Context: an optimization exercise on an open-source flow, tuned for small area and a short achievable clock period. The choices shown serve that exercise and are no tape-out recipe.
In this exercise RTL edits were held to simulation tests only and were not proved equivalent to the original.
The flow treats the clock pin as an ideal source, which a real chip does not have.
Power is estimated from default activity; no workload was simulated.

==> flow/design.v <==
module top_level (
    input          clk,
    input          resetn,
    input          start,
    input  [31:0]  frame_size,
    input  [15:0]  packet_size,
    input  [7:0]   pp_group,
    output [127:0] out1_tdata,
    output         out1_tvalid,
    output         out1_tlast,
    output [127:0] out2_tdata,
    output         out2_tvalid,
    output         out2_tlast
);
reg        gen_on;
reg [15:0] g;
wire [16:0] g_cy;
assign g_cy[0] = 1'b1;
genvar i;
generate for (i = 0; i < 16; i = i + 1) begin : g_gen
    assign g_cy[i+1] = g_cy[i] & g[i];
end endgenerate
always @(posedge clk) begin
    gen_on <= resetn & (gen_on | start);
    g      <= {16{gen_on}} & (g ^ g_cy[15:0]);
end
reg        path;
reg [15:0] ci;
reg [7:0]  co;
reg [15:0] cps;
reg        cps_t0;
reg        ovf;
wire ci_end = (ci == 16'd1);
wire co_end = (co == 8'd1);
wire swap   = ci_end & co_end & ~ovf;
wire [16:0] ci_bw;
wire [8:0]  co_bw;
assign ci_bw[0]  = 1'b1;
assign co_bw[0]  = 1'b1;
generate for (i = 0; i < 16; i = i + 1) begin : g_sw
    assign ci_bw[i+1]  = ci_bw[i] & ~ci[i];
end endgenerate
generate for (i = 0; i < 8; i = i + 1) begin : g_co
    assign co_bw[i+1] = co_bw[i] & ~co[i];
end endgenerate
always @(posedge clk) begin
    if (!resetn) begin
        path <= 1'b0;
        ci   <= packet_size;
        co   <= pp_group;
        cps  <= 16'd1;
        cps_t0 <= 1'b1;
        ovf  <= (pp_group == 8'd0);
    end else begin
        ci <= ci_end ? packet_size : ci ^ ci_bw[15:0];
        if (ci_end)
            co <= co_end ? pp_group : co ^ co_bw[7:0];
        cps <= swap ? 16'd1 : {cps[14:0], cps[15] ^ cps[14] ^ cps[12] ^ cps[3]};
        cps_t0 <= swap;
        if (cps == 16'd1 && !cps_t0 && !swap)
            ovf <= 1'b1;
        if (swap)
            path <= ~path;
    end
end
wire en1 = gen_on &  path;
wire en2 = gen_on & ~path;
reg          v1, v2;
reg  [127:0] c1, c2;
reg          pprev;
reg  [15:0]  hold;
wire [128:0] c1_cy, c2_cy;
assign c1_cy[0] = en1;
assign c2_cy[0] = en2;
generate for (i = 0; i < 128; i = i + 1) begin : g_cnt
    assign c1_cy[i+1] = c1_cy[i] & c1[i];
    assign c2_cy[i+1] = c2_cy[i] & c2[i];
end endgenerate
always @(posedge clk) begin
    pprev <= path;
    if (path ^ pprev)
        hold <= g;
    if (!resetn) begin
        v1 <= 1'b0;
        v2 <= 1'b0;
        c1 <= 128'd0;
        c2 <= 128'd0;
    end else begin
        v1 <= v1 | en1;
        v2 <= v2 | en2;
        c1 <= c1 ^ c1_cy[127:0];
        c2 <= c2 ^ c2_cy[127:0];
    end
end
reg        st_d, st_m1, st_m2, st_fc;
reg        sel_g, sel_h;
reg [15:0] p_r;
reg [31:0] rem;
wire [31:0] p_x = {16'd0, p_r};
wire [32:0] bw;
wire [31:0] diff = rem ^ p_x ^ bw[31:0];
wire        last_d = bw[32];
wire        st_d_next = ~resetn | (st_d & ~last_d) | st_fc;
assign bw[0] = 1'b0;
generate for (i = 0; i < 32; i = i + 1) begin : g_rem
    assign bw[i+1] = (~rem[i] & (p_x[i] | bw[i])) | (p_x[i] & bw[i]);
end endgenerate
always @(posedge clk) begin
    p_r <= packet_size;
    sel_g <= st_d_next &  path;
    sel_h <= st_d_next & ~path;
    rem <= (!resetn || !st_d) ? frame_size : diff;
    if (!resetn) begin
        st_d  <= 1'b1;
        st_m1 <= 1'b0;
        st_m2 <= 1'b0;
        st_fc <= 1'b0;
    end else begin
        st_d  <= st_d_next;
        st_m1 <= st_d & last_d;
        st_m2 <= st_m1;
        st_fc <= st_m2;
    end
end
localparam [15:0] META_WORD = 16'd1638;
wire [15:0] x1 = ({16{sel_g}} & g) | ({16{sel_h}} & hold);
wire [15:0] x2 = ({16{sel_h}} & g) | ({16{sel_g}} & hold);
wire [15:0] m  = {16{st_m1 | st_m2}} & META_WORD;
assign out1_tdata  = ({128{st_fc}} & c1) | {{7{x1}}, x1 | m};
assign out2_tdata  = ({128{st_fc}} & c2) | {{7{x2}}, x2 | m};
assign out1_tvalid = ~st_d | v1;
assign out2_tvalid = ~st_d | v2;
assign out1_tlast  = st_fc;
assign out2_tlast  = st_fc;
endmodule
==> flow/flow/run.sh <==
#!/bin/bash
# The standard layout (standard.sh) with three changes to how it is made:
# - the port buffers are buf_1 cells instead of the delay cells that
#   buffer_ports picks by default;
# - before the resizer runs, the buffers synthesis left on signal nets are
#   removed (rm_bufs.tcl), and every signal net with more than 24 loads is
#   split into groups of nearby loads, each driven by its own buf_4
#   (fanout_tree.tcl), instead of the resizer's buffer chains;
# - the resizer may not use delay cells as buffers (hook.tcl).
# The clock period and constraints are the standard flow's. ORFS's output is in
# standard.log; its per-step logs are under orfs/logs/.
export FLOW_FLOW_DIR=$PWD/flow
export BUFFER_PORTS_ARGS="-buffer_cell sky130_fd_sc_hd__buf_1"
export PRE_RESIZE_TCL=$PWD/flow/pre_resize.tcl
export PRE_CTS_TCL=$PWD/flow/hook.tcl
export PRE_GLOBAL_ROUTE_TCL=$PWD/flow/hook.tcl
bash standard.sh > standard.log 2>&1
==> flow/flow/fanout_tree.tcl <==
# Split every high-fanout signal net into groups of nearby loads, each
# driven by its own buffer placed at the group's centre.
proc my_fanout_tree { max_fo buf_cell } {
  set block [ord::get_db_block]
  set dbu [$block getDbUnitsPerMicron]
  set todo {}
  foreach net [$block getNets] {
    if { [$net getSigType] != "SIGNAL" } { continue }
    set loads {}
    set clocked 0
    foreach it [$net getITerms] {
      if { [$it isInputSignal] } {
        lappend loads $it
      }
      if { [[$it getMTerm] getSigType] == "CLOCK" } { set clocked 1 }
    }
    if { $clocked || [llength $loads] <= $max_fo } { continue }
    lappend todo [list [$net getName] $loads]
    # the driver now drives the buffers spread over the die: make it strong
    foreach it [$net getITerms] {
      if { ![$it isOutputSignal] } { continue }
      set inst [$it getInst]
      if { [regexp {^(sky130_fd_sc_hd__[a-z0-9]+)_[0-9]+$} [[$inst getMaster] getName] -> base] } {
        set cell [get_lib_cells -quiet ${base}_4]
        if { $cell != "" } { replace_cell [get_cells [$inst getName]] $cell }
      }
    }
  }
  foreach item $todo {
    lassign $item name loads
    set n [llength $loads]
    set ngroups [expr {int(ceil(double($n) / $max_fo))}]
    set ncols [expr {int(ceil(sqrt($ngroups)))}]
    set pts {}
    foreach it $loads {
      set bb [[$it getInst] getBBox]
      lappend pts [list [expr {([$bb xMin] + [$bb xMax]) / 2}] [expr {([$bb yMin] + [$bb yMax]) / 2}] $it]
    }
    set pts [lsort -integer -index 0 $pts]
    set per_col [expr {int(ceil(double($n) / $ncols))}]
    set groups {}
    for {set c 0} {$c < $n} {incr c $per_col} {
      set col [lsort -integer -index 1 [lrange $pts $c [expr {$c + $per_col - 1}]]]
      set m [llength $col]
      set ng [expr {int(ceil(double($m) / $max_fo))}]
      set per [expr {int(ceil(double($m) / $ng))}]
      for {set g 0} {$g < $m} {incr g $per} {
        lappend groups [lrange $col $g [expr {$g + $per - 1}]]
      }
    }
    puts "fanout tree: net $name, $n loads, [llength $groups] buffers"
    foreach grp $groups {
      set sx 0; set sy 0; set pins {}
      foreach p $grp {
        lassign $p x y it
        set sx [expr {$sx + $x}]; set sy [expr {$sy + $y}]
        lappend pins [get_pins [[$it getInst] getName]/[[$it getMTerm] getName]]
      }
      set k [llength $grp]
      insert_buffer -buffer_cell $buf_cell -net [get_nets $name] -load_pins $pins \
        -location [list [expr {double($sx) / $k / $dbu}] [expr {double($sy) / $k / $dbu}]]
    }
  }
}
==> flow/flow/hook.tcl <==
set_dont_use [get_lib_cells {sky130_fd_sc_hd__clkdlybuf4s* sky130_fd_sc_hd__dlygate4sd* sky130_fd_sc_hd__dlymetal6s*}]
==> flow/flow/pre_resize.tcl <==
source $::env(FLOW_FLOW_DIR)/hook.tcl
source $::env(FLOW_FLOW_DIR)/rm_bufs.tcl
source $::env(FLOW_FLOW_DIR)/fanout_tree.tcl
source $::env(FLOW_FLOW_DIR)/upsize.tcl
my_remove_inner_buffers
my_fanout_tree 24 sky130_fd_sc_hd__buf_4
my_upsize_drivers 5 12
==> flow/flow/rm_bufs.tcl <==
# Remove the buffers synthesis and placement left on signal nets (not the
# port buffers, not the clock), so that fanout_tree.tcl sees each net whole.
proc my_remove_inner_buffers {} {
  set block [ord::get_db_block]
  set bufs {}
  foreach inst [$block getInsts] {
    set master [[$inst getMaster] getName]
    if { ![regexp {^sky130_fd_sc_hd__(clk)?buf_[0-9]+$} $master] } { continue }
    set port_side 0
    foreach it [$inst getITerms] {
      set net [$it getNet]
      if { $net == "NULL" } { continue }
      if { [$net getSigType] != "SIGNAL" } { continue }
      if { [llength [$net getBTerms]] > 0 } { set port_side 1 }
    }
    if { !$port_side } { lappend bufs [$inst getName] }
  }
  puts "removing [llength $bufs] inner buffers"
  if { [llength $bufs] > 0 } { remove_buffers {*}$bufs }
}
==> flow/flow/upsize.tcl <==
# Give the logic cells that drive many loads a stronger drive variant of
# the same function (these nets are short of slack only against the I/O
# delays, which the resizer does not chase).
proc my_upsize_drivers { fo2 fo4 } {
  set block [ord::get_db_block]
  set n 0
  foreach inst [$block getInsts] {
    set master [[$inst getMaster] getName]
    if { ![regexp {^(sky130_fd_sc_hd__[a-z0-9]+)_([0-9]+)$} $master -> base size] } { continue }
    if { [regexp {df|dl|buf|inv|conb|tap|fill|decap|ha$|fa$} $base] } { continue }
    set fo 0
    foreach it [$inst getITerms] {
      if { ![$it isOutputSignal] } { continue }
      set net [$it getNet]
      if { $net == "NULL" } { continue }
      foreach l [$net getITerms] { if { [$l isInputSignal] } { incr fo } }
    }
    set want 0
    if { $fo >= $fo4 } { set want 4 } elseif { $fo >= $fo2 } { set want 2 }
    if { $want <= $size } { continue }
    set cell [get_lib_cells -quiet ${base}_$want]
    if { $cell == "" } { continue }
    replace_cell [get_cells [$inst getName]] $cell
    incr n
  }
  puts "upsized $n drivers"
}
==> flow/standard.sh <==
#!/bin/bash
# synth_recipe.tcl (not shown) runs the flow's synth.tcl, then flattens the netlist and writes it again
# the make line also repeats each setting of config.mk as NAME=value (left out here)
make -C /OpenROAD-flow-scripts/flow DESIGN_CONFIG=/design/flow/config.mk WORK_HOME=/design/flow/orfs CLKGATE_MAP_FILE= SYNTH_SCRIPT=/design/flow/synth_recipe.tcl "${@:-finish}"
==> flow/config.mk <==
export PLATFORM = sky130hd
export DESIGN_NAME = top_level
export DESIGN_NICKNAME = top_level
export VERILOG_FILES = /design/flow/design.v
export SDC_FILE = /design/flow/constraint.sdc
export NUM_CORES = 4
export LEC_CHECK = 0
export CAP_MARGIN = 20
export CORE_MARGIN = 2
export CORE_UTILIZATION = 40
export CTS_BUF_LIST = sky130_fd_sc_hd__clkbuf_16
export CTS_CLUSTER_DIAMETER = 100
export CTS_CLUSTER_SIZE = 25
export GPL_TIMING_DRIVEN = 0
export SLEW_MARGIN = 20
==> flow/constraint.sdc <==
create_clock -name core_clock -period 150.0 [get_ports {clk}]
set_input_delay 30.0000 -clock core_clock [delete_from_list [all_inputs] [get_ports {clk}]]
set_output_delay 30.0000 -clock core_clock [all_outputs]
set_load 0.01 [all_outputs]
==> results of run 1 <==
[kinds of logic (layout without fill, tap and decap cells)]
logic type | count (synthesis) | count (layout)
xor+xnor | 8 | 8
flops | 389 | 389
compound gates | 95 | 95
fa+ha+maj | 323 | 323
simple gates | 892 | 892
buf+inv | 140 | 442
[worst min path at each step]
| stage | endpoint | slack [ps] | cells after the start |
|---|---|---|---|
| after floorplan | pprev | 410 | 0 |
| after global routing | cps[5] | 490 | 1 |
| after CTS | cps[15] | 470 | 2 |
| after global placement | cps[5] | 440 | 1 |
| final | cps[5] | 460 | 1 |
| after detailed placement | cps[15] | 440 | 2 |
[power breakdown]
part           switching (mW)  total [mW]  internal (mW)
Clock                  0.0342      0.0576         0.0234
Sequential            0.00121       0.109          0.107
Combinational         0.00655      0.0110        0.00446
[placed cells by master, fill, tap and decap left out, types with 2 or more instances in the layout]
cell type and instances:
o21ai_0 42, dfxtp_1 361, or4_1 2, buf_4 35
nand3_1 12, dfxtp_4 3, nor2_1 23, a22oi_2 32
nand2_1 544, clkinv_1 3, fa_1 15, xor2_1 2
xnor2_1 5, a21oi_1 16, nor4b_1 2, edfxtp_1 25
and2_1 289, nor4_1 5, ha_1 308, clkbuf_16 19
nand2b_1 2, nor2b_1 3, inv_1 66, buf_1 317
[registers in the layout, indices dropped and copies added (netlist names), 8 cells and up]
name  count
c1      128
c2      128
ci       16
co        8
cps      16
g        16
hold     16
p_r      16
rem      32
[worst max-delay path, stage by stage (launching register included)]
cell	delay (ps)
dfxtp_4	360
buf_4	210
a22oi_2	830
nand3_1	250
buf_1	200
[metrics by stage]
stage / instance area (um2) / util, % / hold slack (ps)
6_report: 20200 / 46.7 / 464
5_1_grt: 20200 / 46.7 / 487
4_1_cts: 20200 / 46.7 / 466
3_5_place_dp: 19700 / 45.5 / 443
3_3_place_gp: 19500 / 45.1 / 441
2_1_floorplan: 17600 / - / 409
[metal layers]
layer | track usage [%] | vias up | part of all wire (%)
met5 | 0 | - | 0
met4 | 4.98 | 0 | 2.0
met1 | 26.3 | 6086 | 45
met2 | 34.0 | 272 | 47
met3 | 3.71 | 55 | 5.9
li1 | - | 6541 | -
[layout make-up, without the clock buffers]
type	count	area share [%]
sequential	389	39.9
multi-input combinational	1318	45.6
clock inverter	9	0.217
inverter	62	1.15
timing repair buffer	352	7.20
tap	585	3.63
==> impl_metrics.py, run 1 <==
metrics = {
    "synthesis": {
        "yosys.area_share.simple_pct": 23.8,
        "synth_area_leaders": "dfxtp_1, ha_1, nand2_1, and2_1, edfxtp_1",
        "syn-cell-area_mm2": 0.0176,
        "synthFlopType": "dfxtp_1",
        "yosys.area.top_type": "dfxtp_1",
        "yosysMostFrequentCell": "nand2_1",
        "synth_fa_ha_area_share_pct": 23.7,
        "synth_top_family_by_area": "simple AND/OR/NAND/NOR gates",
        "synth-xor-area-share_pct": 0.399,
        "netlist.area_leader.share_pct": 41.5,
        "syn_nets": 2229,
        "ys_seq_area_share_pct": 45.8,
        "ys_seq_elements": 389,
        "synth.top_cells.by_count": "nand2_1, dfxtp_1, ha_1",
        "synth_compound_area_share_pct": 3.31,
        "synthArstFlopShare_pct": 0,
        "muxShareOfSynthArea_pct": 0,
        "syn-mean-instance-area_um2": 9.50,
        "synth-edff-count": 25,
        "yosysWarnings": 1,
        "ys_types": 38,
        "synth_cells": 1847,
    },
    "sta": {
        "rsz0062_at_grt": "no",
        "worst_pin_slew_ps": 1040,
        "hold_violations": 0,
        "finalCritPeriodShare_pct": 21.6,
        "fmax_mhz": 30.9,
        "relSlewSlack_pct": 30.7,
        "clock_skew_ps": 14.4,
        "setup_violations": 0,
        "min_period_ps": 32410,
        "maxSlewViolCount": 0,
        "fin_tns_setup_ps": 0,
        "worst_slack_ps": 117590,
    },
    "critical_path": {
        "worstSetupStartpoint": "sel_g",
        "end_kind": "primary output",
        "timing.rr.end": "c1[126]",
        "worstPathMaxFanout": 16,
        "r2r_setup_slack_ps": 125620,
        "r2r_cells": 129,
        "path_class": "flop to primary output",
        "critPathCapture": "out1_tdata[10]",
        "reg2reg_from": "gen_on",
        "worstPathRequired_ps": 120000,
        "startpoint_type": "flop",
        "worst_ep_arrival_time_ps": 2410,
    },
    "global_routing": {
        "grt_pass1_vias": 12400,
        "gr-total-overflow": 0,
        "track_usage_pct": 20.0,
        "grt_pass1_wl_um": 68800,
        "grt_max_degree": 27,
        "antenna_found_initial": 0,
    },
    "clock_tree": {
        "clkTransAtPathRegs_ps": 100,
        "clock_latency_ps": 550,
        "holdBufCountCts": 0,
        "cts.sinks": 389,
        "cts-buffers-inserted": 19,
        "cts_tree": "yes",
        "cts_setup_buffers": 0,
        "cts_resized": 0,
    },
    "detailed_routing": {
        "viasPerCell": 4.74,
        "drtIter0Drc": 560,
        "drc_errors": 0,
        "num_vias": 13000,
        "antenna_left": 0,
        "firstDrtPassIters": 5,
        "wl_per_cell_um": 16.9,
        "wl_um": 46200,
    },
    "finish": {
        "nNetsFinal": 2524,
        "final_cells": 2734,
        "multiInputGateArea_mm2": 0.00920,
        "drive_gt1_share_pct": 4.61,
        "n_fill_cell": 4287,
        "antenna_cells": 0,
        "ff_latch_area_mm2": 0.00805,
        "synthToLayoutAreaGrowth_pct": 15.0,
    },
    "hold_path": {
        "holdCritPathClass": "flop to flop",
        "holdCritStartpoint": "cps[4]",
    },
    "floorplan": {
        "die_area_mm2": 0.0456,
        "core-area_mm2": 0.0432,
        "start_util_pct": 40.7,
        "fp.dieW_um": 213,
        "ios": 319,
        "dieHeight_um": 213,
        "rows": 76,
    },
    "flow_run": {
        "maxCapViolCount": 0,
    },
    "power": {
        "power_density_mw_per_mm2": 8.78,
        "leakage_nw": 11.0,
        "ir_drop_uv": 7.77,
        "totalPowerFinal_uw": 177,
    },
    "run_status": {
        "status": "finished clean",
    },
    "placement": {
        "place.port_buffers": 318,
        "place_inst": 2706,
        "post-place-ws_ps": 117670,
        "gp_congestion": 0.814,
        "hpwl_um": 33300,
    },
}
==> run 2, diff against run 1 <==
--- a/flow/flow/run.sh
+++ b/flow/flow/run.sh
@@ -11,6 +11,7 @@
 # standard.log; its per-step logs are under orfs/logs/.
 export FLOW_FLOW_DIR=$PWD/flow
 export BUFFER_PORTS_ARGS="-buffer_cell sky130_fd_sc_hd__buf_1"
+export PRE_IO_PLACEMENT_TCL=$PWD/flow/io_groups.tcl
 export PRE_RESIZE_TCL=$PWD/flow/pre_resize.tcl
 export PRE_CTS_TCL=$PWD/flow/hook.tcl
 export PRE_GLOBAL_ROUTE_TCL=$PWD/flow/hook.tcl
--- a/flow/flow/fanout_tree.tcl
+++ b/flow/flow/fanout_tree.tcl
@@ -16,15 +16,6 @@
     }
     if { $clocked || [llength $loads] <= $max_fo } { continue }
     lappend todo [list [$net getName] $loads]
-    # the driver now drives the buffers spread over the die: make it strong
-    foreach it [$net getITerms] {
-      if { ![$it isOutputSignal] } { continue }
-      set inst [$it getInst]
-      if { [regexp {^(sky130_fd_sc_hd__[a-z0-9]+)_[0-9]+$} [[$inst getMaster] getName] -> base] } {
-        set cell [get_lib_cells -quiet ${base}_4]
-        if { $cell != "" } { replace_cell [get_cells [$inst getName]] $cell }
-      }
-    }
   }
   foreach item $todo {
     lassign $item name loads
==> flow/flow/io_groups.tcl (new file) <==
# Keep the eight output pins that repeat the same data-part bit of a path
# next to each other, so that the net which feeds them stays short.
set_io_pin_constraint -group -order -pin_names {out1_tdata[0] out1_tdata[16] out1_tdata[32] out1_tdata[48] out1_tdata[64] out1_tdata[80] out1_tdata[96] out1_tdata[112]}
set_io_pin_constraint -group -order -pin_names {out1_tdata[1] out1_tdata[17] out1_tdata[33] out1_tdata[49] out1_tdata[65] out1_tdata[81] out1_tdata[97] out1_tdata[113]}
set_io_pin_constraint -group -order -pin_names {out1_tdata[2] out1_tdata[18] out1_tdata[34] out1_tdata[50] out1_tdata[66] out1_tdata[82] out1_tdata[98] out1_tdata[114]}
set_io_pin_constraint -group -order -pin_names {out1_tdata[3] out1_tdata[19] out1_tdata[35] out1_tdata[51] out1_tdata[67] out1_tdata[83] out1_tdata[99] out1_tdata[115]}
set_io_pin_constraint -group -order -pin_names {out1_tdata[4] out1_tdata[20] out1_tdata[36] out1_tdata[52] out1_tdata[68] out1_tdata[84] out1_tdata[100] out1_tdata[116]}
set_io_pin_constraint -group -order -pin_names {out1_tdata[5] out1_tdata[21] out1_tdata[37] out1_tdata[53] out1_tdata[69] out1_tdata[85] out1_tdata[101] out1_tdata[117]}
set_io_pin_constraint -group -order -pin_names {out1_tdata[6] out1_tdata[22] out1_tdata[38] out1_tdata[54] out1_tdata[70] out1_tdata[86] out1_tdata[102] out1_tdata[118]}
set_io_pin_constraint -group -order -pin_names {out1_tdata[7] out1_tdata[23] out1_tdata[39] out1_tdata[55] out1_tdata[71] out1_tdata[87] out1_tdata[103] out1_tdata[119]}
set_io_pin_constraint -group -order -pin_names {out1_tdata[8] out1_tdata[24] out1_tdata[40] out1_tdata[56] out1_tdata[72] out1_tdata[88] out1_tdata[104] out1_tdata[120]}
set_io_pin_constraint -group -order -pin_names {out1_tdata[9] out1_tdata[25] out1_tdata[41] out1_tdata[57] out1_tdata[73] out1_tdata[89] out1_tdata[105] out1_tdata[121]}
set_io_pin_constraint -group -order -pin_names {out1_tdata[10] out1_tdata[26] out1_tdata[42] out1_tdata[58] out1_tdata[74] out1_tdata[90] out1_tdata[106] out1_tdata[122]}
set_io_pin_constraint -group -order -pin_names {out1_tdata[11] out1_tdata[27] out1_tdata[43] out1_tdata[59] out1_tdata[75] out1_tdata[91] out1_tdata[107] out1_tdata[123]}
set_io_pin_constraint -group -order -pin_names {out1_tdata[12] out1_tdata[28] out1_tdata[44] out1_tdata[60] out1_tdata[76] out1_tdata[92] out1_tdata[108] out1_tdata[124]}
set_io_pin_constraint -group -order -pin_names {out1_tdata[13] out1_tdata[29] out1_tdata[45] out1_tdata[61] out1_tdata[77] out1_tdata[93] out1_tdata[109] out1_tdata[125]}
set_io_pin_constraint -group -order -pin_names {out1_tdata[14] out1_tdata[30] out1_tdata[46] out1_tdata[62] out1_tdata[78] out1_tdata[94] out1_tdata[110] out1_tdata[126]}
set_io_pin_constraint -group -order -pin_names {out1_tdata[15] out1_tdata[31] out1_tdata[47] out1_tdata[63] out1_tdata[79] out1_tdata[95] out1_tdata[111] out1_tdata[127]}
set_io_pin_constraint -group -order -pin_names {out2_tdata[0] out2_tdata[16] out2_tdata[32] out2_tdata[48] out2_tdata[64] out2_tdata[80] out2_tdata[96] out2_tdata[112]}
set_io_pin_constraint -group -order -pin_names {out2_tdata[1] out2_tdata[17] out2_tdata[33] out2_tdata[49] out2_tdata[65] out2_tdata[81] out2_tdata[97] out2_tdata[113]}
set_io_pin_constraint -group -order -pin_names {out2_tdata[2] out2_tdata[18] out2_tdata[34] out2_tdata[50] out2_tdata[66] out2_tdata[82] out2_tdata[98] out2_tdata[114]}
set_io_pin_constraint -group -order -pin_names {out2_tdata[3] out2_tdata[19] out2_tdata[35] out2_tdata[51] out2_tdata[67] out2_tdata[83] out2_tdata[99] out2_tdata[115]}
set_io_pin_constraint -group -order -pin_names {out2_tdata[4] out2_tdata[20] out2_tdata[36] out2_tdata[52] out2_tdata[68] out2_tdata[84] out2_tdata[100] out2_tdata[116]}
set_io_pin_constraint -group -order -pin_names {out2_tdata[5] out2_tdata[21] out2_tdata[37] out2_tdata[53] out2_tdata[69] out2_tdata[85] out2_tdata[101] out2_tdata[117]}
set_io_pin_constraint -group -order -pin_names {out2_tdata[6] out2_tdata[22] out2_tdata[38] out2_tdata[54] out2_tdata[70] out2_tdata[86] out2_tdata[102] out2_tdata[118]}
set_io_pin_constraint -group -order -pin_names {out2_tdata[7] out2_tdata[23] out2_tdata[39] out2_tdata[55] out2_tdata[71] out2_tdata[87] out2_tdata[103] out2_tdata[119]}
set_io_pin_constraint -group -order -pin_names {out2_tdata[8] out2_tdata[24] out2_tdata[40] out2_tdata[56] out2_tdata[72] out2_tdata[88] out2_tdata[104] out2_tdata[120]}
set_io_pin_constraint -group -order -pin_names {out2_tdata[9] out2_tdata[25] out2_tdata[41] out2_tdata[57] out2_tdata[73] out2_tdata[89] out2_tdata[105] out2_tdata[121]}
set_io_pin_constraint -group -order -pin_names {out2_tdata[10] out2_tdata[26] out2_tdata[42] out2_tdata[58] out2_tdata[74] out2_tdata[90] out2_tdata[106] out2_tdata[122]}
set_io_pin_constraint -group -order -pin_names {out2_tdata[11] out2_tdata[27] out2_tdata[43] out2_tdata[59] out2_tdata[75] out2_tdata[91] out2_tdata[107] out2_tdata[123]}
set_io_pin_constraint -group -order -pin_names {out2_tdata[12] out2_tdata[28] out2_tdata[44] out2_tdata[60] out2_tdata[76] out2_tdata[92] out2_tdata[108] out2_tdata[124]}
set_io_pin_constraint -group -order -pin_names {out2_tdata[13] out2_tdata[29] out2_tdata[45] out2_tdata[61] out2_tdata[77] out2_tdata[93] out2_tdata[109] out2_tdata[125]}
set_io_pin_constraint -group -order -pin_names {out2_tdata[14] out2_tdata[30] out2_tdata[46] out2_tdata[62] out2_tdata[78] out2_tdata[94] out2_tdata[110] out2_tdata[126]}
set_io_pin_constraint -group -order -pin_names {out2_tdata[15] out2_tdata[31] out2_tdata[47] out2_tdata[63] out2_tdata[79] out2_tdata[95] out2_tdata[111] out2_tdata[127]}
==> impl_metrics.py, run 2 <==
metrics = {
    "placement": {
        "gp_congestion": 0.899,
        "hpwl_um": 35900,
        "place_inst": 2706,
        "post-place-ws_ps": 117480,
        "place.port_buffers": 318,
        "placed_cell_area_mm2": 0.0196,
    },
    "detailed_routing": {
        "drtIter0Drc": 635,
        "firstDrtPassIters": 5,
        "num_vias": 12900,
        "viasPerCell": 4.72,
        "antenna_left": 0,
        "drc_errors": 0,
        "wl_um": 45200,
        "wl_per_cell_um": 16.5,
    },
    "sta": {
        "holdWs_ps": 467,
        "hold_violations": 0,
        "maxSlewViolCount": 0,
        "setup_violations": 0,
        "clock_skew_ps": 18.6,
        "finalCritPeriodShare_pct": 21.6,
        "worst_slack_ps": 117570,
        "rsz0062_at_grt": "no",
        "worst_pin_slew_ps": 1030,
        "min_period_ps": 32430,
        "relSlewSlack_pct": 31.1,
        "fmax_mhz": 30.8,
        "fin_tns_setup_ps": 0,
    },
    "power": {
        "clockPowerShare_pct": 33.0,
        "p_comb_share_pct": 6.1,
        "totalPowerFinal_uw": 178,
        "leakage_nw": 11.0,
        "p_int_uw": 137,
        "switching_share_pct": 23.2,
        "ir_drop_uv": 5.83,
        "power_density_mw_per_mm2": 8.84,
        "seq_power_share_pct": 60.9,
        "p_switching_uw": 41.4,
    },
    "finish": {
        "reg.largest.list": "c1 x128, c2 x128, rem x32",
        "antenna_cells": 0,
        "mostFrequentLayoutCells": "nand2_1, dfxtp_1, buf_1",
        "synthToLayoutAreaGrowth_pct": 14.9,
        "final_common_cell": "nand2_1",
        "drive_gt1_share_pct": 4.42,
        "utilization_pct": 46.7,
        "final_cells": 2735,
        "design_area_mm2": 0.0202,
        "nNetsFinal": 2524,
    },
    "synthesis": {
        "ys_seq_elements": 389,
        "syn-mean-instance-area_um2": 9.50,
        "netlist.area_leader.share_pct": 41.5,
        "synth_cells": 1847,
        "yosysWarnings": 1,
        "ys_types": 38,
        "synth-edff-count": 25,
        "synth_area_leaders": "dfxtp_1, ha_1, nand2_1, and2_1, edfxtp_1",
        "synthArstFlopShare_pct": 0,
        "yosys.area.top_type": "dfxtp_1",
        "ys_seq_area_share_pct": 45.8,
        "synthFlopType": "dfxtp_1",
        "synth.top_cells.by_count": "nand2_1, dfxtp_1, ha_1",
        "yosysMostFrequentCell": "nand2_1",
        "syn-cell-area_mm2": 0.0176,
        "syn_nets": 2229,
    },
    "clock_tree": {
        "clock_latency_ps": 530,
        "cts-buffers-inserted": 19,
        "cts_tree": "yes",
        "holdBufCountCts": 0,
        "cts_setup_buffers": 0,
        "cts.sinks": 389,
        "cts_resized": 0,
        "clkTransAtPathRegs_ps": 100,
    },
    "floorplan": {
        "ios": 319,
        "core-area_mm2": 0.0432,
        "start_util_pct": 40.7,
        "die_area_mm2": 0.0456,
        "rows": 76,
        "dieHeight_um": 213,
        "fp.dieW_um": 213,
    },
    "critical_path": {
        "worstPathRequired_ps": 120000,
        "worstPathMaxFanout": 22,
        "end_kind": "primary output",
        "worst_ep_arrival_time_ps": 2430,
        "startpoint_type": "flop",
        "path_class": "flop to primary output",
        "r2r_cells": 130,
    },
    "global_routing": {
        "antenna_found_initial": 1,
        "gr-total-overflow": 0,
        "grt_pass1_wl_um": 68200,
        "track_usage_pct": 19.5,
        "grt_pass1_vias": 12500,
        "grt_max_degree": 27,
    },
    "hold_path": {
        "holdCritPathClass": "flop to flop",
        "whs_path_depth": 1,
    },
    "flow_run": {
        "maxCapViolCount": 0,
    },
    "run_status": {
        "status": "finished clean",
    },
}
==> run 2: routing by layer <==
layer / wire [um] / GRT usage [%]
met1: 20100 / 25.2
met2: 21600 / 34.2
met3: 2180 / 2.56
met4: 1250 / 5.41
met5: 11 / 0
==> run 2: worst paths after layout <==
kind,startpoint,slack [ps],endpoint
min,cps[5],470,cps[6]
max,st_fc,117570,out2_tdata[2]
min reg2reg,cps[5],470,cps[6]
max reg2reg,gen_on,124700,c2[127]
==> run 2: cell type report, without the clock buffers <==
type,instances,area [um2]
multi-input combinational,1318,9180
tap,585,732
fill,4299,23000
timing repair buffer,352,1450
clock inverter,10,68.8
sequential,389,8040
inverter,62,233
==> run 2: kinds of logic (layout without fill, tap and decap cells) <==
family / count (synthesis) / after routing / share of synthesized area, %
flip-flops: 389 / 389 / 45.8
buffers and inverters: 140 / 443 / 3.09
adder cells (fa/ha/maj): 323 / 323 / 23.7
AO/OA/AOI/OAI: 95 / 95 / 3.31
XOR/XNOR: 8 / 8 / 0.399
AND/OR/NAND/NOR: 892 / 892 / 23.8
==> run 2: critical path: stages (launching register included) <==
cell and delay, ps:
dfxtp_1 1010, buf_4 430, nand2_1 90, nand3_1 90, buf_1 290
==> run 2: power by group through the flow <==
stage,sequential (mW),clock (mW),combinational [mW]
2_1_floorplan,0.111,0,0.00751
3_3_place_gp,0.111,0,0.0109
3_5_place_dp,0.111,0,0.0111
4_1_cts,0.109,0.0611,0.0112
5_1_grt,0.109,0.0648,0.0131
6_report,0.109,0.0588,0.0109
==> run 3, diff against run 2 <==
--- a/flow/flow/fanout_tree.tcl
+++ b/flow/flow/fanout_tree.tcl
@@ -16,6 +16,15 @@
     }
     if { $clocked || [llength $loads] <= $max_fo } { continue }
     lappend todo [list [$net getName] $loads]
+    # the driver now drives the buffers spread over the die: make it strong
+    foreach it [$net getITerms] {
+      if { ![$it isOutputSignal] } { continue }
+      set inst [$it getInst]
+      if { [regexp {^(sky130_fd_sc_hd__[a-z0-9]+)_[0-9]+$} [[$inst getMaster] getName] -> base] } {
+        set cell [get_lib_cells -quiet ${base}_4]
+        if { $cell != "" } { replace_cell [get_cells [$inst getName]] $cell }
+      }
+    }
   }
   foreach item $todo {
     lassign $item name loads
--- a/flow/config.mk
+++ b/flow/config.mk
@@ -7,7 +7,7 @@
 export LEC_CHECK = 0
 export CAP_MARGIN = 20
 export CORE_MARGIN = 2
-export CORE_UTILIZATION = 40
+export CORE_UTILIZATION = 60
 export CTS_BUF_LIST = sky130_fd_sc_hd__clkbuf_16
 export CTS_CLUSTER_DIAMETER = 100
 export CTS_CLUSTER_SIZE = 25
==> impl_metrics.py, run 3 <==
metrics = {
    "synthesis": {
        "synth_top_family_by_area": "simple AND/OR/NAND/NOR gates",
        "yosysWarnings": 1,
        "synth_area_leaders": "dfxtp_1, ha_1, nand2_1, and2_1, edfxtp_1",
        "synth_fa_ha_area_share_pct": 23.7,
        "syn_nets": 2229,
        "ys_seq_elements": 389,
        "syn-cell-area_mm2": 0.0176,
        "synthArstFlopShare_pct": 0,
        "synthFlopType": "dfxtp_1",
        "ys_types": 38,
        "synth-xor-area-share_pct": 0.399,
        "synth.top_cells.by_count": "nand2_1, dfxtp_1, ha_1",
        "yosys.area_share.simple_pct": 23.8,
        "muxShareOfSynthArea_pct": 0,
        "synth_compound_area_share_pct": 3.31,
        "ys_seq_area_share_pct": 45.8,
        "yosysMostFrequentCell": "nand2_1",
        "netlist.area_leader.share_pct": 41.5,
        "synth_cells": 1847,
        "syn-mean-instance-area_um2": 9.50,
        "yosys.area.top_type": "dfxtp_1",
        "synth-edff-count": 25,
    },
    "critical_path": {
        "path_class": "flop to primary output",
        "crit_slowest_cell": "a22oi_2",
        "slowest_delay_ps": 540,
        "crit_family": "compound AO/OA/AOI/OAI gates",
        "crit_buf_inv": 2,
        "worstPathMaxFanout": 16,
        "end_kind": "primary output",
        "r2r_cells": 129,
        "path_cells": "buf_4 -> a22oi_2 -> nand2_1 -> buf_1",
        "path_depth": 4,
        "startpoint_type": "flop",
        "worstPathRequired_ps": 120000,
        "worst_ep_arrival_time_ps": 2130,
    },
    "power": {
        "ir_drop_uv": 10.4,
        "clockPowerShare_pct": 31.9,
        "p_int_uw": 135,
        "leakage_nw": 11.0,
        "p_switching_uw": 40.6,
        "p_comb_share_pct": 6.5,
        "power_density_mw_per_mm2": 8.83,
        "seq_power_share_pct": 61.7,
        "switching_share_pct": 23.0,
    },
    "global_routing": {
        "grt_max_degree": 27,
        "antenna_found_initial": 1,
        "grt_pass1_vias": 12400,
        "grt_pass1_wl_um": 66300,
        "track_usage_pct": 27.8,
        "gr-total-overflow": 0,
    },
    "finish": {
        "n_fill_cell": 2445,
        "final_cells": 2531,
        "drive_gt1_share_pct": 4.61,
        "synthToLayoutAreaGrowth_pct": 13.5,
        "final_common_cell": "nand2_1",
        "reg.largest.list": "c1 x128, c2 x128, rem x32",
        "antenna_cells": 0,
        "mostFrequentLayoutCells": "nand2_1, dfxtp_1, buf_1",
        "nNetsFinal": 2524,
    },
    "clock_tree": {
        "cts_resized": 0,
        "holdBufCountCts": 0,
        "cts.sinks": 389,
        "cts_setup_buffers": 0,
        "clkTransAtPathRegs_ps": 100,
        "cts-buffers-inserted": 19,
        "cts_tree": "yes",
        "clock_latency_ps": 530,
    },
    "detailed_routing": {
        "wl_um": 43000,
        "drc_errors": 0,
        "firstDrtPassIters": 5,
        "num_vias": 13000,
        "antenna_left": 0,
        "drtIter0Drc": 799,
        "viasPerCell": 5.14,
        "wl_per_cell_um": 17.0,
    },
    "flow_run": {
        "maxCapViolCount": 0,
    },
    "placement": {
        "hpwl_um": 34400,
        "place.port_buffers": 318,
        "gp_congestion": 1.01,
        "place_inst": 2505,
    },
    "floorplan": {
        "core-area_mm2": 0.0288,
        "die_area_mm2": 0.0306,
        "ios": 319,
        "rows": 62,
        "fp.dieW_um": 175,
        "start_util_pct": 61.0,
        "dieHeight_um": 175,
    },
    "hold_path": {
        "whs_path_depth": 1,
        "holdCritPathClass": "flop to flop",
    },
    "run_status": {
        "status": "finished clean",
    },
    "sta": {
        "fin_tns_setup_ps": 0,
        "hold_violations": 0,
        "finalCritPeriodShare_pct": 21.4,
        "clock_skew_ps": 21.5,
        "worst_pin_slew_ps": 642,
        "fmax_mhz": 31.1,
        "min_period_ps": 32130,
        "relSlewSlack_pct": 57.2,
        "rsz0062_at_grt": "no",
        "setup_violations": 0,
        "maxSlewViolCount": 0,
    },
}
## run 3: area by class of cell, without the clock buffers
cell class,count,area (um2),share of cell area (%)
Multi-Input combinational cell,1318,9200,46.1
Timing Repair Buffer,352,1450,7.29
Sequential cell,389,8050,40.4
Inverter,62,233,1.17
Tap cell,384,480,2.41
Clock inverter,7,43.8,0.220
## run 3: power groups by stage
stage	Combinational, mW	Sequential (mW)	Clock [mW]
after floorplan	0.00751	0.111	0
after global placement	0.0110	0.111	0
after detailed placement	0.0115	0.111	0
after CTS	0.0117	0.109	0.0578
after global routing	0.0136	0.109	0.0610
final	0.0114	0.109	0.0561
## run 3: path summary, 6_finish.rpt
kind | from | end | slack [ps]
setup reg to reg | gen_on | c1[126] | 124580
hold reg to reg | cps[0] | cps[1] | 460
setup / recovery | sel_h | out2_tdata[31] | 117870
hold / removal | cps[0] | cps[1] | 460
## run 3: worst register-to-register path: cells and delay by family (launching register included)
kind          cells  cell delay, ps
fa+ha+maj       127           24430
flops             1             470
simple gates      2             450
## run 3: kinds of logic (layout without fill, tap and decap cells)
family / Yosys count / in the layout
and+or+nand+nor: 892 / 892
DFF: 389 / 389
adders and majority gates: 323 / 323
buffers and inverters: 140 / 440
AOI/OAI and AO/OA: 95 / 95
xor gates and xnor gates: 8 / 8
## run 3: routing by layer
metal | routed length [um] | track usage [%]
met1 | 19300 | 37.4
met2 | 20300 | 47.5
met3 | 2150 | 3.46
met4 | 1200 | 7.43
met5 | 9 | 0
## run 3: through the flow
step | power (mW) | instance area, um2 | hold slack, ps | utilization, % | worst slack [ps]
3_3_place_gp | 0.122 | 19200 | 435 | 66.8 | 117660
2_1_floorplan | 0.118 | 17600 | 409 | - | 118720
5_1_grt | 0.184 | 19900 | 490 | 69.3 | 117840
4_1_cts | 0.178 | 19900 | 461 | 69.3 | 117910
6_report | 0.176 | 19900 | 459 | 69.3 | 117870
3_5_place_dp | 0.122 | 19400 | 443 | 67.4 | 117700
==> run 4, diff against run 3 <==
--- a/flow/config.mk
+++ b/flow/config.mk
@@ -7,9 +7,10 @@
 export LEC_CHECK = 0
 export CAP_MARGIN = 20
 export CORE_MARGIN = 2
-export CORE_UTILIZATION = 60
+export CORE_UTILIZATION = 70
 export CTS_BUF_LIST = sky130_fd_sc_hd__clkbuf_16
 export CTS_CLUSTER_DIAMETER = 100
 export CTS_CLUSTER_SIZE = 25
 export GPL_TIMING_DRIVEN = 0
+export PLACE_DENSITY = 0.8
 export SLEW_MARGIN = 20
==> impl_metrics.py, run 4 <==
metrics = {
    "critical_path": {
        "reg2reg_from": "path",
        "r2r_setup_slack_ps": 124520,
        "startpoint_type": "flop",
        "worstPathMaxFanout": 16,
        "timing.rr.end": "c2[126]",
        "path_class": "flop to primary output",
        "worstSetupStartpoint": "sel_h",
        "critPathCapture": "out2_tdata[5]",
        "worstPathRequired_ps": 120000,
        "r2r_cells": 129,
        "worst_ep_arrival_time_ps": 2180,
        "end_kind": "primary output",
    },
    "synthesis": {
        "netlist.area_leader.share_pct": 41.5,
        "synthArstFlopShare_pct": 0,
        "synth_area_leaders": "dfxtp_1, ha_1, nand2_1, and2_1, edfxtp_1",
        "ys_seq_elements": 389,
        "ys_types": 38,
        "syn-mean-instance-area_um2": 9.50,
        "synth-edff-count": 25,
        "yosysMostFrequentCell": "nand2_1",
        "syn-cell-area_mm2": 0.0176,
        "syn_nets": 2229,
        "yosysWarnings": 1,
        "ys_seq_area_share_pct": 45.8,
        "synthFlopType": "dfxtp_1",
        "synth_cells": 1847,
        "yosys.area.top_type": "dfxtp_1",
        "synth.top_cells.by_count": "nand2_1, dfxtp_1, ha_1",
    },
    "clock_tree": {
        "cts.sinks": 389,
        "holdBufCountCts": 0,
        "clkTransAtPathRegs_ps": 90,
        "cts_tree": "yes",
        "cts-buffers-inserted": 19,
        "cts_resized": 0,
        "cts_setup_buffers": 0,
        "clock_latency_ps": 520,
    },
    "sta": {
        "setup_violations": 0,
        "finalCritPeriodShare_pct": 21.5,
        "clock_skew_ps": 18.8,
        "fin_tns_setup_ps": 0,
        "hold_violations": 0,
        "rsz0062_at_grt": "no",
        "worst_pin_slew_ps": 685,
        "maxSlewViolCount": 0,
        "min_period_ps": 32180,
        "fmax_mhz": 31.1,
        "relSlewSlack_pct": 54.3,
    },
    "hold_path": {
        "holdCritPathClass": "flop to flop",
        "holdCritStartpoint": "cps[9]",
        "whs_path_depth": 1,
    },
    "placement": {
        "gp_congestion": 1.00,
        "place.port_buffers": 318,
        "hpwl_um": 38400,
    },
    "finish": {
        "antenna_cells": 0,
        "utilization_pct": 81.1,
        "final_common_cell": "nand2_1",
        "nNetsFinal": 2524,
        "mostFrequentLayoutCells": "nand2_1, dfxtp_1, buf_1",
        "reg.largest.list": "c1 x128, c2 x128, rem x32",
        "drive_gt1_share_pct": 4.57,
        "synthToLayoutAreaGrowth_pct": 13.0,
    },
    "detailed_routing": {
        "antenna_left": 0,
        "wl_per_cell_um": 19.4,
        "firstDrtPassIters": 5,
        "num_vias": 13600,
        "wl_um": 47800,
        "drc_errors": 0,
        "viasPerCell": 5.52,
        "drtIter0Drc": 1012,
    },
    "global_routing": {
        "gr-total-overflow": 0,
        "grt_pass1_wl_um": 72000,
        "grt_max_degree": 27,
        "antenna_found_initial": 0,
        "grt_pass1_vias": 13100,
        "track_usage_pct": 35.9,
    },
    "floorplan": {
        "die_area_mm2": 0.0264,
        "dieHeight_um": 162,
        "fp.dieW_um": 162,
        "ios": 319,
        "rows": 57,
        "start_util_pct": 71.8,
        "core-area_mm2": 0.0245,
    },
    "flow_run": {
        "maxCapViolCount": 0,
    },
    "power": {
        "power_density_mw_per_mm2": 8.85,
        "leakage_nw": 11.0,
        "ir_drop_uv": 12.1,
    },
    "run_status": {
        "status": "finished clean",
    },
}
[run 4: worst min-delay path by stage]
stage                         end  slack, ps
after detailed placement  cps[15]        450
after floorplan             pprev        410
after global placement         v1        440
after CTS                 cps[10]        460
after global routing      cps[10]        480
final                     cps[10]        460
[run 4: cells by family after synthesis]
logic type / after synthesis / share of synthesized area (%)
AND/OR/NAND/NOR: 892 / 23.8
XOR/XNOR: 8 / 0.399
AO/OA/AOI/OAI: 95 / 3.31
adder cells (fa/ha/maj): 323 / 23.7
buffers and inverters: 140 / 3.09
flip-flops: 389 / 45.8
[run 4: final cells by class, without the clock buffers]
class,instances,area (um2)
clock inverter,6,35.0
fill,1585,4620
sequential,389,8050
multi-input combinational,1318,9200
tap,324,405
timing repair buffer,352,1450
inverter,62,233
[run 4: power by group]
part           internal, mW  switching (mW)  total (mW)  leakage, nW
Combinational       0.00469         0.00698      0.0117         7.46
Sequential            0.107         0.00132       0.109         3.22
Clock                0.0232          0.0321      0.0553        0.268
Total                 0.135          0.0404       0.176         11.0
[run 4: stage by stage]
| step | instance area, um2 | hold WS, ps | total power, mW | cells | setup WS (ps) |
|---|---|---|---|---|---|
| detailed placement | 19300 | 445 | 0.122 | 2445 | 117860 |
| finish | 19800 | 462 | 0.176 | 2470 | 117820 |
| CTS | 19800 | 465 | 0.176 | 2470 | 117810 |
| global route | 19800 | 475 | 0.182 | 2470 | 117770 |
| floorplan | 17600 | 409 | 0.118 | 1847 | 118720 |
| global placement | 19200 | 439 | 0.121 | 2489 | 117730 |
[run 4: layer usage]
metal  track usage [%]  wire, um  vias up
met5                 0         0        -
met4              15.3      2270        0
met3              5.09      3000      101
met2              62.1     22900      503
met1              45.1     19700     6502
li1                  -         -     6532
[run 4: worst max-delay path: stages (launching register included)]
cell	delay [ps]
dfxtp_4	360
buf_4	210
a22oi_2	540
nand3_1	340
buf_1	220
==> run 5, diff against run 4 <==
--- a/flow/config.mk
+++ b/flow/config.mk
@@ -7,10 +7,9 @@
 export LEC_CHECK = 0
 export CAP_MARGIN = 20
 export CORE_MARGIN = 2
-export CORE_UTILIZATION = 70
+export CORE_UTILIZATION = 40
 export CTS_BUF_LIST = sky130_fd_sc_hd__clkbuf_16
 export CTS_CLUSTER_DIAMETER = 100
 export CTS_CLUSTER_SIZE = 25
 export GPL_TIMING_DRIVEN = 0
-export PLACE_DENSITY = 0.8
 export SLEW_MARGIN = 20
==> impl_metrics.py, run 5 <==
metrics = {
    "finish": {
        "mostFrequentLayoutCells": "nand2_1, dfxtp_1, buf_1",
        "nNetsFinal": 2524,
        "final_cells": 2734,
        "utilization_pct": 46.8,
        "antenna_cells": 0,
        "drive_gt1_share_pct": 4.61,
        "final_common_cell": "nand2_1",
        "design_area_mm2": 0.0202,
        "synthToLayoutAreaGrowth_pct": 15.1,
        "reg.largest.list": "c1 x128, c2 x128, rem x32",
    },
    "clock_tree": {
        "cts_tree": "yes",
        "cts.sinks": 389,
        "cts_resized": 0,
        "holdBufCountCts": 0,
        "clkTransAtPathRegs_ps": 100,
        "clock_latency_ps": 540,
        "cts-buffers-inserted": 19,
        "cts_setup_buffers": 0,
    },
    "detailed_routing": {
        "viasPerCell": 4.74,
        "drc_errors": 0,
        "antenna_left": 0,
        "drtIter0Drc": 611,
        "firstDrtPassIters": 5,
        "num_vias": 13000,
        "wl_per_cell_um": 16.6,
        "wl_um": 45300,
    },
    "synthesis": {
        "synth-edff-count": 25,
        "synthArstFlopShare_pct": 0,
        "ys_types": 38,
        "synthFlopType": "dfxtp_1",
        "netlist.area_leader.share_pct": 41.5,
        "synth_cells": 1847,
        "ys_seq_elements": 389,
        "synth_area_leaders": "dfxtp_1, ha_1, nand2_1, and2_1, edfxtp_1",
        "syn-mean-instance-area_um2": 9.50,
        "synth.top_cells.by_count": "nand2_1, dfxtp_1, ha_1",
        "ys_seq_area_share_pct": 45.8,
        "yosysWarnings": 1,
        "yosysMostFrequentCell": "nand2_1",
        "syn-cell-area_mm2": 0.0176,
        "syn_nets": 2229,
        "yosys.area.top_type": "dfxtp_1",
    },
    "global_routing": {
        "grt_pass1_vias": 12500,
        "antenna_found_initial": 0,
        "track_usage_pct": 19.5,
        "gr-total-overflow": 0,
        "grt_max_degree": 27,
        "grt_pass1_wl_um": 68200,
    },
    "placement": {
        "post-place-ws_ps": 117690,
        "gp_congestion": 0.899,
        "place.port_buffers": 318,
        "hpwl_um": 35900,
        "placed_cell_area_mm2": 0.0197,
        "place_inst": 2706,
    },
    "sta": {
        "finalCritPeriodShare_pct": 21.4,
        "worst_pin_slew_ps": 685,
        "holdWs_ps": 465,
        "hold_violations": 0,
        "rsz0062_at_grt": "no",
        "maxSlewViolCount": 0,
        "worst_slack_ps": 117840,
        "min_period_ps": 32160,
        "fin_tns_setup_ps": 0,
        "relSlewSlack_pct": 54.3,
        "fmax_mhz": 31.1,
        "clock_skew_ps": 21.4,
        "setup_violations": 0,
    },
    "critical_path": {
        "critPathCapture": "out1_tdata[17]",
        "worstPathMaxFanout": 16,
        "r2r_setup_slack_ps": 124660,
        "reg2reg_from": "gen_on",
        "r2r_cells": 129,
        "startpoint_type": "flop",
        "path_class": "flop to primary output",
        "worst_ep_arrival_time_ps": 2160,
        "worstSetupStartpoint": "sel_h",
        "end_kind": "primary output",
        "worstPathRequired_ps": 120000,
        "timing.rr.end": "c1[126]",
    },
    "floorplan": {
        "dieHeight_um": 213,
        "start_util_pct": 40.7,
        "die_area_mm2": 0.0456,
        "fp.dieW_um": 213,
        "ios": 319,
        "core-area_mm2": 0.0432,
        "rows": 76,
    },
    "power": {
        "leakage_nw": 11.0,
        "ir_drop_uv": 8.15,
        "power_density_mw_per_mm2": 8.86,
        "totalPowerFinal_uw": 179,
    },
    "run_status": {
        "status": "finished clean",
    },
    "hold_path": {
        "holdCritPathClass": "flop to flop",
    },
    "flow_run": {
        "maxCapViolCount": 0,
    },
}
-- run 5: cells by family (layout without fill, tap and decap cells) --
| kind of cell | Yosys count | count (layout) | synth area share (%) |
|---|---|---|---|
| adders and majority gates | 323 | 323 | 23.7 |
| buffers and inverters | 140 | 442 | 3.09 |
| AOI/OAI and AO/OA | 95 | 95 | 3.31 |
| and+or+nand+nor | 892 | 892 | 23.8 |
| xor gates and xnor gates | 8 | 8 | 0.399 |
| DFF | 389 | 389 | 45.8 |
-- run 5: power breakdown --
part / switching, mW / total (mW) / leakage [nW] / internal, mW
Clock: 0.0345 / 0.0595 / 0.290 / 0.0250
Sequential: 0.00120 / 0.109 / 3.22 / 0.107
Combinational: 0.00641 / 0.0109 / 7.46 / 0.00447
-- run 5: worst min path at each step --
stage | from | cells after the start | endpoint
2_1_floorplan | path | 0 | pprev
3_3_place_gp | cps[0] | 1 | cps[1]
3_5_place_dp | cps[13] | 1 | cps[14]
4_1_cts | cps[13] | 1 | cps[14]
5_1_grt | cps[0] | 1 | cps[1]
6_report | cps[14] | 2 | cps[15]
-- run 5: layout make-up, without the clock buffers --
class	instances	area [um2]
multi-input combinational	1318	9200
fill	4265	23000
inverter	62	233
timing repair buffer	352	1450
clock inverter	9	65.1
tap	585	732
sequential	389	8050
-- run 5: per-layer routing --
metal	global-route usage (%)	vias to the layer above	share of wire [%]
met5	0	-	0
met4	5.63	0	3.0
met3	2.27	51	4.2
met2	34.2	261	48
met1	25.2	6111	45
li1	-	6537	-
-- run 5: critical path, cell delays in order, from the launching register on --
cell and delay, ps:
dfxtp_4 370, buf_4 210, a22oi_2 580, nand2_1 270, buf_1 200
==> run 6, diff against run 5 <==
--- a/flow/config.mk
+++ b/flow/config.mk
@@ -8,8 +8,8 @@
 export CAP_MARGIN = 20
 export CORE_MARGIN = 2
 export CORE_UTILIZATION = 40
-export CTS_BUF_LIST = sky130_fd_sc_hd__clkbuf_16
-export CTS_CLUSTER_DIAMETER = 100
-export CTS_CLUSTER_SIZE = 25
+export CTS_BUF_LIST = sky130_fd_sc_hd__clkbuf_8
+export CTS_CLUSTER_DIAMETER = 60
+export CTS_CLUSTER_SIZE = 16
 export GPL_TIMING_DRIVEN = 0
 export SLEW_MARGIN = 20
==> impl_metrics.py, run 6 <==
metrics = {
    "run_status": {
        "status": "finished clean",
    },
    "power": {
        "ir_drop_uv": 6.35,
        "seq_power_share_pct": 55.2,
        "p_int_uw": 148,
        "switching_share_pct": 24.9,
        "p_comb_share_pct": 5.6,
        "p_switching_uw": 48.9,
        "leakage_nw": 11.2,
        "power_density_mw_per_mm2": 9.56,
        "clockPowerShare_pct": 39.2,
    },
    "sta": {
        "finalCritPeriodShare_pct": 21.5,
        "relSlewSlack_pct": 55.2,
        "maxSlewViolCount": 0,
        "fmax_mhz": 31.0,
        "fin_tns_setup_ps": 0,
        "rsz0062_at_grt": "no",
        "worst_pin_slew_ps": 671,
        "setup_violations": 0,
        "min_period_ps": 32240,
        "hold_violations": 0,
        "clock_skew_ps": 37.4,
    },
    "critical_path": {
        "end_kind": "primary output",
        "path_cells": "buf_4 -> a22oi_2 -> nand3_1 -> buf_1",
        "worstPathMaxFanout": 16,
        "crit_slowest_cell": "a22oi_2",
        "startpoint_type": "flop",
        "crit_buf_inv": 2,
        "path_class": "flop to primary output",
        "worst_ep_arrival_time_ps": 2240,
        "r2r_setup_slack_ps": 124700,
        "crit_family": "compound AO/OA/AOI/OAI gates",
        "worstPathRequired_ps": 120000,
        "slowest_delay_ps": 580,
    },
    "finish": {
        "nNetsFinal": 2543,
        "synthToLayoutAreaGrowth_pct": 17.1,
        "drive_gt1_share_pct": 6.35,
        "design_area_mm2": 0.0206,
        "mostFrequentLayoutCells": "nand2_1, dfxtp_1, buf_1",
        "reg.largest.list": "c1 x128, c2 x128, rem x32",
        "multiInputGateArea_mm2": 0.00920,
        "antenna_cells": 0,
        "ff_latch_area_mm2": 0.00805,
        "final_common_cell": "nand2_1",
        "n_fill_cell": 4241,
    },
    "synthesis": {
        "ys_seq_elements": 389,
        "ys_types": 38,
        "ys_seq_area_share_pct": 45.8,
        "synthFlopType": "dfxtp_1",
        "netlist.area_leader.share_pct": 41.5,
        "synth_cells": 1847,
        "synth-edff-count": 25,
        "synth.top_cells.by_count": "nand2_1, dfxtp_1, ha_1",
        "syn-mean-instance-area_um2": 9.50,
        "yosysWarnings": 1,
        "syn_nets": 2229,
        "yosys.area.top_type": "dfxtp_1",
        "synthArstFlopShare_pct": 0,
        "syn-cell-area_mm2": 0.0176,
        "yosysMostFrequentCell": "nand2_1",
        "synth_area_leaders": "dfxtp_1, ha_1, nand2_1, and2_1, edfxtp_1",
    },
    "floorplan": {
        "core-area_mm2": 0.0432,
        "fp.dieW_um": 213,
        "die_area_mm2": 0.0456,
        "start_util_pct": 40.7,
        "rows": 76,
        "ios": 319,
        "dieHeight_um": 213,
    },
    "placement": {
        "hpwl_um": 35900,
        "gp_congestion": 0.899,
        "placed_cell_area_mm2": 0.0197,
        "place.port_buffers": 318,
    },
    "detailed_routing": {
        "num_vias": 13100,
        "drtIter0Drc": 704,
        "firstDrtPassIters": 5,
        "drc_errors": 0,
        "viasPerCell": 4.73,
        "antenna_left": 0,
        "wl_per_cell_um": 16.5,
        "wl_um": 45700,
    },
    "flow_run": {
        "maxCapViolCount": 0,
    },
    "clock_tree": {
        "clkTransAtPathRegs_ps": 100,
        "cts-buffers-inserted": 38,
        "holdBufCountCts": 0,
        "clock_latency_ps": 610,
        "cts_resized": 0,
        "cts_setup_buffers": 0,
        "cts.sinks": 389,
        "cts_tree": "yes",
    },
    "global_routing": {
        "grt_max_degree": 23,
        "gr-usage-met3_pct": 3.66,
        "grt_pass1_wl_um": 69100,
        "track_usage_pct": 19.9,
        "use_met2_pct": 34.4,
        "gr-total-overflow": 0,
        "grt_pass1_vias": 12800,
        "antenna_found_initial": 0,
        "gr-max-usage-layer": "met2",
        "met1_usage_pct": 25.2,
    },
    "hold_path": {
        "holdCritPathClass": "flop to flop",
    },
}
-- run 6: cell types whose count changed in the layout (fill, tap and decap cells not counted), moves of 2 or more --
cell,previous run,this run
bufinv_16,1,5
inv_8,0,2
clkbuf_8,0,41
inv_6,0,4
clkbuf_16,19,0
clkinv_8,0,3
clkinv_2,0,3
-- run 6: metal layers --
| layer | vias to the layer above | wire [um] |
|---|---|---|
| met5 | - | 0 |
| met4 | 0 | 1460 |
| met3 | 71 | 2320 |
| met2 | 311 | 21800 |
| met1 | 6132 | 20100 |
| li1 | 6593 | - |
-- run 6: area by class of cell, without the clock buffers --
class	instances	share of cell area, %
repair buffers	352	7.07
inverters	62	1.13
flip-flops and latches	389	39.2
multi-input cells	1318	44.7
clock inverters	26	1.59
well taps	585	3.56
-- run 6: worst reg2reg max path: cells and delay by family (launching register included) --
kind / cells / cell delay (ps)
flops: 1 / 480
fa+ha+maj: 127 / 24230
simple gates: 2 / 490
-- run 6: final timing paths --
check / cells after the start / from / to
min reg2reg: 1 / cps[0] / cps[1]
min: 1 / cps[0] / cps[1]
max: 4 / sel_g / out1_tdata[1]
max reg2reg: 129 / gen_on / c1[126]
-- run 6: cells by family after synthesis --
group                    Yosys count  synth area share [%]
adder cells (fa/ha/maj)          323                  23.7
flip-flops                       389                  45.8
AO/OA/AOI/OAI                     95                  3.31
buffers and inverters            140                  3.09
XOR/XNOR                           8                 0.399
AND/OR/NAND/NOR                  892                  23.8
-- run 6: per-stage QoR --
step / total power, mW / std cells / worst slack (ps) / util (%) / hold slack [ps]
6_report: 0.197 / 2773 / 117760 / 47.6 / 454
5_1_grt: 0.206 / 2773 / 117650 / 47.6 / 461
4_1_cts: 0.199 / 2773 / 117720 / 47.6 / 457
3_5_place_dp: 0.122 / 2706 / 117690 / 45.5 / 440
3_3_place_gp: 0.122 / 2750 / 117600 / 45.1 / 433
2_1_floorplan: 0.118 / 1847 / 118720 / - / 409
-- run 6: power groups by stage --
stage | logic (mW) | registers, mW | clock network, mW
after floorplan | 0.00751 | 0.111 | 0
final | 0.0110 | 0.109 | 0.0770
after global routing | 0.0133 | 0.109 | 0.0836
after CTS | 0.0114 | 0.109 | 0.0795
after detailed placement | 0.0111 | 0.111 | 0
after global placement | 0.0109 | 0.111 | 0
==> run 7, diff against run 6 <==
==> flow/flow/pre_resize.tcl (replaced) <==
source $::env(FLOW_FLOW_DIR)/hook.tcl
source $::env(FLOW_FLOW_DIR)/rm_bufs.tcl
source $::env(FLOW_FLOW_DIR)/fanout_tree.tcl
source $::env(FLOW_FLOW_DIR)/upsize.tcl
my_remove_inner_buffers
my_fanout_tree 32 sky130_fd_sc_hd__buf_4
my_upsize_drivers 5 12
--- a/flow/flow/upsize.tcl
+++ b/flow/flow/upsize.tcl
@@ -7,7 +7,7 @@
   foreach inst [$block getInsts] {
     set master [[$inst getMaster] getName]
     if { ![regexp {^(sky130_fd_sc_hd__[a-z0-9]+)_([0-9]+)$} $master -> base size] } { continue }
-    if { [regexp {df|dl|buf|inv|conb|tap|fill|decap|ha$|fa$} $base] } { continue }
+    if { [regexp {dl|buf|inv|conb|tap|fill|decap|ha$|fa$} $base] } { continue }
     set fo 0
     foreach it [$inst getITerms] {
       if { ![$it isOutputSignal] } { continue }
==> flow/config.mk (replaced) <==
export PLATFORM = sky130hd
export DESIGN_NAME = top_level
export DESIGN_NICKNAME = top_level
export VERILOG_FILES = /design/flow/design.v
export SDC_FILE = /design/flow/constraint.sdc
export NUM_CORES = 4
export LEC_CHECK = 0
export CAP_MARGIN = 20
export CORE_MARGIN = 2
export CORE_UTILIZATION = 60
export CTS_BUF_LIST = sky130_fd_sc_hd__clkbuf_16
export CTS_CLUSTER_DIAMETER = 100
export CTS_CLUSTER_SIZE = 25
export GPL_TIMING_DRIVEN = 0
export SLEW_MARGIN = 20
==> impl_metrics.py, run 7 <==
metrics = {
    "synthesis": {
        "ys_types": 38,
        "ys_seq_elements": 389,
        "yosysMostFrequentCell": "nand2_1",
        "syn-cell-area_mm2": 0.0176,
        "synth.top_cells.by_count": "nand2_1, dfxtp_1, ha_1",
        "synth_area_leaders": "dfxtp_1, ha_1, nand2_1, and2_1, edfxtp_1",
        "yosysWarnings": 1,
        "synth_cells": 1847,
        "yosys.area.top_type": "dfxtp_1",
        "synthFlopType": "dfxtp_1",
        "synth-edff-count": 25,
        "syn-mean-instance-area_um2": 9.50,
        "synthArstFlopShare_pct": 0,
        "syn_nets": 2229,
        "netlist.area_leader.share_pct": 41.5,
        "ys_seq_area_share_pct": 45.8,
    },
    "floorplan": {
        "rows": 62,
        "ios": 319,
        "start_util_pct": 61.0,
        "dieHeight_um": 175,
        "fp.dieW_um": 175,
        "die_area_mm2": 0.0306,
        "core-area_mm2": 0.0288,
    },
    "finish": {
        "final_common_cell": "nand2_1",
        "mostFrequentLayoutCells": "nand2_1, dfxtp_1, buf_1",
        "nNetsFinal": 2512,
        "synthToLayoutAreaGrowth_pct": 13.1,
        "reg.largest.list": "c1 x128, c2 x128, rem x32",
        "drive_gt1_share_pct": 4.26,
        "antenna_cells": 0,
        "final_cells": 2521,
    },
    "hold_path": {
        "holdCritPathClass": "flop to flop",
    },
    "sta": {
        "clock_skew_ps": 23.9,
        "relSlewSlack_pct": 60.7,
        "hold_violations": 0,
        "setup_violations": 0,
        "fin_tns_setup_ps": 0,
        "worst_pin_slew_ps": 589,
        "rsz0062_at_grt": "no",
        "holdWs_ps": 458,
        "maxSlewViolCount": 0,
        "min_period_ps": 32050,
        "finalCritPeriodShare_pct": 21.4,
        "fmax_mhz": 31.2,
    },
    "critical_path": {
        "path_cells": "a22oi_2 -> nand2_1 -> buf_1",
        "end_kind": "primary output",
        "worstPathMaxFanout": 32,
        "slowest_delay_ps": 550,
        "timing.rr.end": "c1[127]",
        "worstPathRequired_ps": 120000,
        "critPathCapture": "out2_tdata[31]",
        "r2r_cells": 130,
        "r2r_setup_slack_ps": 124700,
        "path_class": "flop to primary output",
        "crit_slowest_cell": "a22oi_2",
        "worstSetupStartpoint": "sel_h",
        "worst_ep_arrival_time_ps": 2050,
        "startpoint_type": "flop",
        "reg2reg_from": "gen_on",
    },
    "detailed_routing": {
        "wl_um": 42600,
        "viasPerCell": 5.16,
        "drtIter0Drc": 783,
        "antenna_left": 0,
        "firstDrtPassIters": 5,
        "num_vias": 13000,
        "drc_errors": 0,
        "wl_per_cell_um": 16.9,
    },
    "power": {
        "clockPowerShare_pct": 31.9,
        "totalPowerFinal_uw": 176,
        "leakage_nw": 10.9,
        "seq_power_share_pct": 61.7,
        "p_comb_share_pct": 6.3,
        "power_density_mw_per_mm2": 8.86,
        "p_switching_uw": 40.5,
        "ir_drop_uv": 9.74,
        "p_int_uw": 135,
        "switching_share_pct": 23.0,
    },
    "flow_run": {
        "maxCapViolCount": 0,
    },
    "clock_tree": {
        "cts.sinks": 389,
        "cts_resized": 0,
        "holdBufCountCts": 0,
        "clock_latency_ps": 530,
        "cts-buffers-inserted": 19,
        "cts_tree": "yes",
        "cts_setup_buffers": 0,
        "clkTransAtPathRegs_ps": 90,
    },
    "placement": {
        "gp_congestion": 1.01,
        "hpwl_um": 33800,
        "place.port_buffers": 318,
        "place_inst": 2493,
    },
    "global_routing": {
        "gr-total-overflow": 0,
        "grt_pass1_wl_um": 65500,
        "track_usage_pct": 27.5,
        "grt_pass1_vias": 12200,
        "grt_max_degree": 33,
        "antenna_found_initial": 1,
    },
    "run_status": {
        "status": "finished clean",
    },
}
-- run 7: logic make-up (layout without fill, tap and decap cells) --
| family | Yosys count | after routing | synth area share [%] |
|---|---|---|---|
| AND/OR/NAND/NOR | 892 | 892 | 23.8 |
| adder cells (fa/ha/maj) | 323 | 323 | 23.7 |
| AO/OA/AOI/OAI | 95 | 95 | 3.31 |
| buffers and inverters | 140 | 430 | 3.09 |
| XOR/XNOR | 8 | 8 | 0.399 |
| flip-flops | 389 | 389 | 45.8 |
-- run 7: how the worst min path moves through the flow --
stage	start	to	slack, ps	cells after the start
finish	path	pprev	460	0
global route	path	pprev	470	0
CTS	path	pprev	460	0
detailed placement	cps[0]	cps[1]	430	1
global placement	st_m2	st_fc	440	1
floorplan	path	pprev	410	0
-- run 7: final cells by class, without the clock buffers --
type	count	area, um2
clock inverters	9	46.3
fillers	2433	8930
inverters	62	233
multi-input cells	1318	9200
flip-flops and latches	389	8060
well taps	384	480
repair buffers	340	1360
-- run 7: layer usage --
metal	routed length [um]	GRT usage, %
met1	19300	37.9
met2	19900	45.8
met3	2110	3.33
met4	1260	7.29
met5	13	0
-- run 7: power by group through the flow --
stage	sequential [mW]	combinational [mW]	clock (mW)
2_1_floorplan	0.111	0.00751	0
3_3_place_gp	0.111	0.0110	0
3_5_place_dp	0.111	0.0112	0
4_1_cts	0.109	0.0114	0.0577
5_1_grt	0.109	0.0134	0.0616
6_report	0.109	0.0112	0.0561
-- run 7: critical path: cells and delay by family, from the launching register on --
kind                   cells  cell delay, ps
buffers and inverters      1             190
and+or+nand+nor            1             260
DFF                        1             520
AOI/OAI and AO/OA          1             550
-- run 7: through the flow --
| stage | cell area (um2) | setup slack [ps] | utilization, % |
|---|---|---|---|
| 6_report | 19900 | 117950 | 69.0 |
| 3_3_place_gp | 19200 | 117660 | 66.8 |
| 3_5_place_dp | 19300 | 117670 | 67.2 |
| 5_1_grt | 19900 | 117890 | 69.0 |
| 2_1_floorplan | 17600 | 118720 | - |
| 4_1_cts | 19900 | 117940 | 69.0 |

[port drivers added, routing unchanged]
The flow's constraints put no driver on any port. The routed layouts listed below were extracted and timed again, unchanged, in two steps.
Step 1 assumes that a clkbuf_16 drives the clock port and a buf_2 every other input.
Step 2 moves the port delays by t, midway between the first and last clock arrival at a register: inputs arrive t later, outputs are due t later. That takes back most of the time a late clock gives input paths.
a / b / c = ideal / step 1 / step 2; a / b = the first two.
run | t, ns | setup WS [ns] | worst setup path after step 2 | clock arrival spread, ns | worst register clock-pin slew, ns
run 1 | 0.604 | 117.594 / 117.534 / 117.747 | input to register | 0.015 / 0.014 | 0.11 / 0.11
run 2 | 0.581 | 117.570 / 117.511 / 117.653 | input to register | 0.019 / 0.019 | 0.11 / 0.11
run 3 | 0.577 | 117.870 / 117.817 / 117.767 | input to register | 0.024 / 0.023 | 0.10 / 0.10
run 4 | 0.562 | 117.817 / 117.766 / 117.804 | input to register | 0.019 / 0.019 | 0.10 / 0.10
run 5 | 0.585 | 117.836 / 117.779 / 117.777 | input to register | 0.023 / 0.023 | 0.11 / 0.11
run 6 | 0.648 | 117.762 / 117.712 / 117.763 | input to register | 0.050 / 0.050 | 0.11 / 0.11
run 7 | 0.572 | 117.947 / 117.898 / 117.761 | input to register | 0.024 / 0.024 | 0.10 / 0.10
After both steps every run listed still meets setup and hold. The setup slack of run 7, which loses most, moves by -0.049 ns with the drivers and by -0.186 ns with both steps.
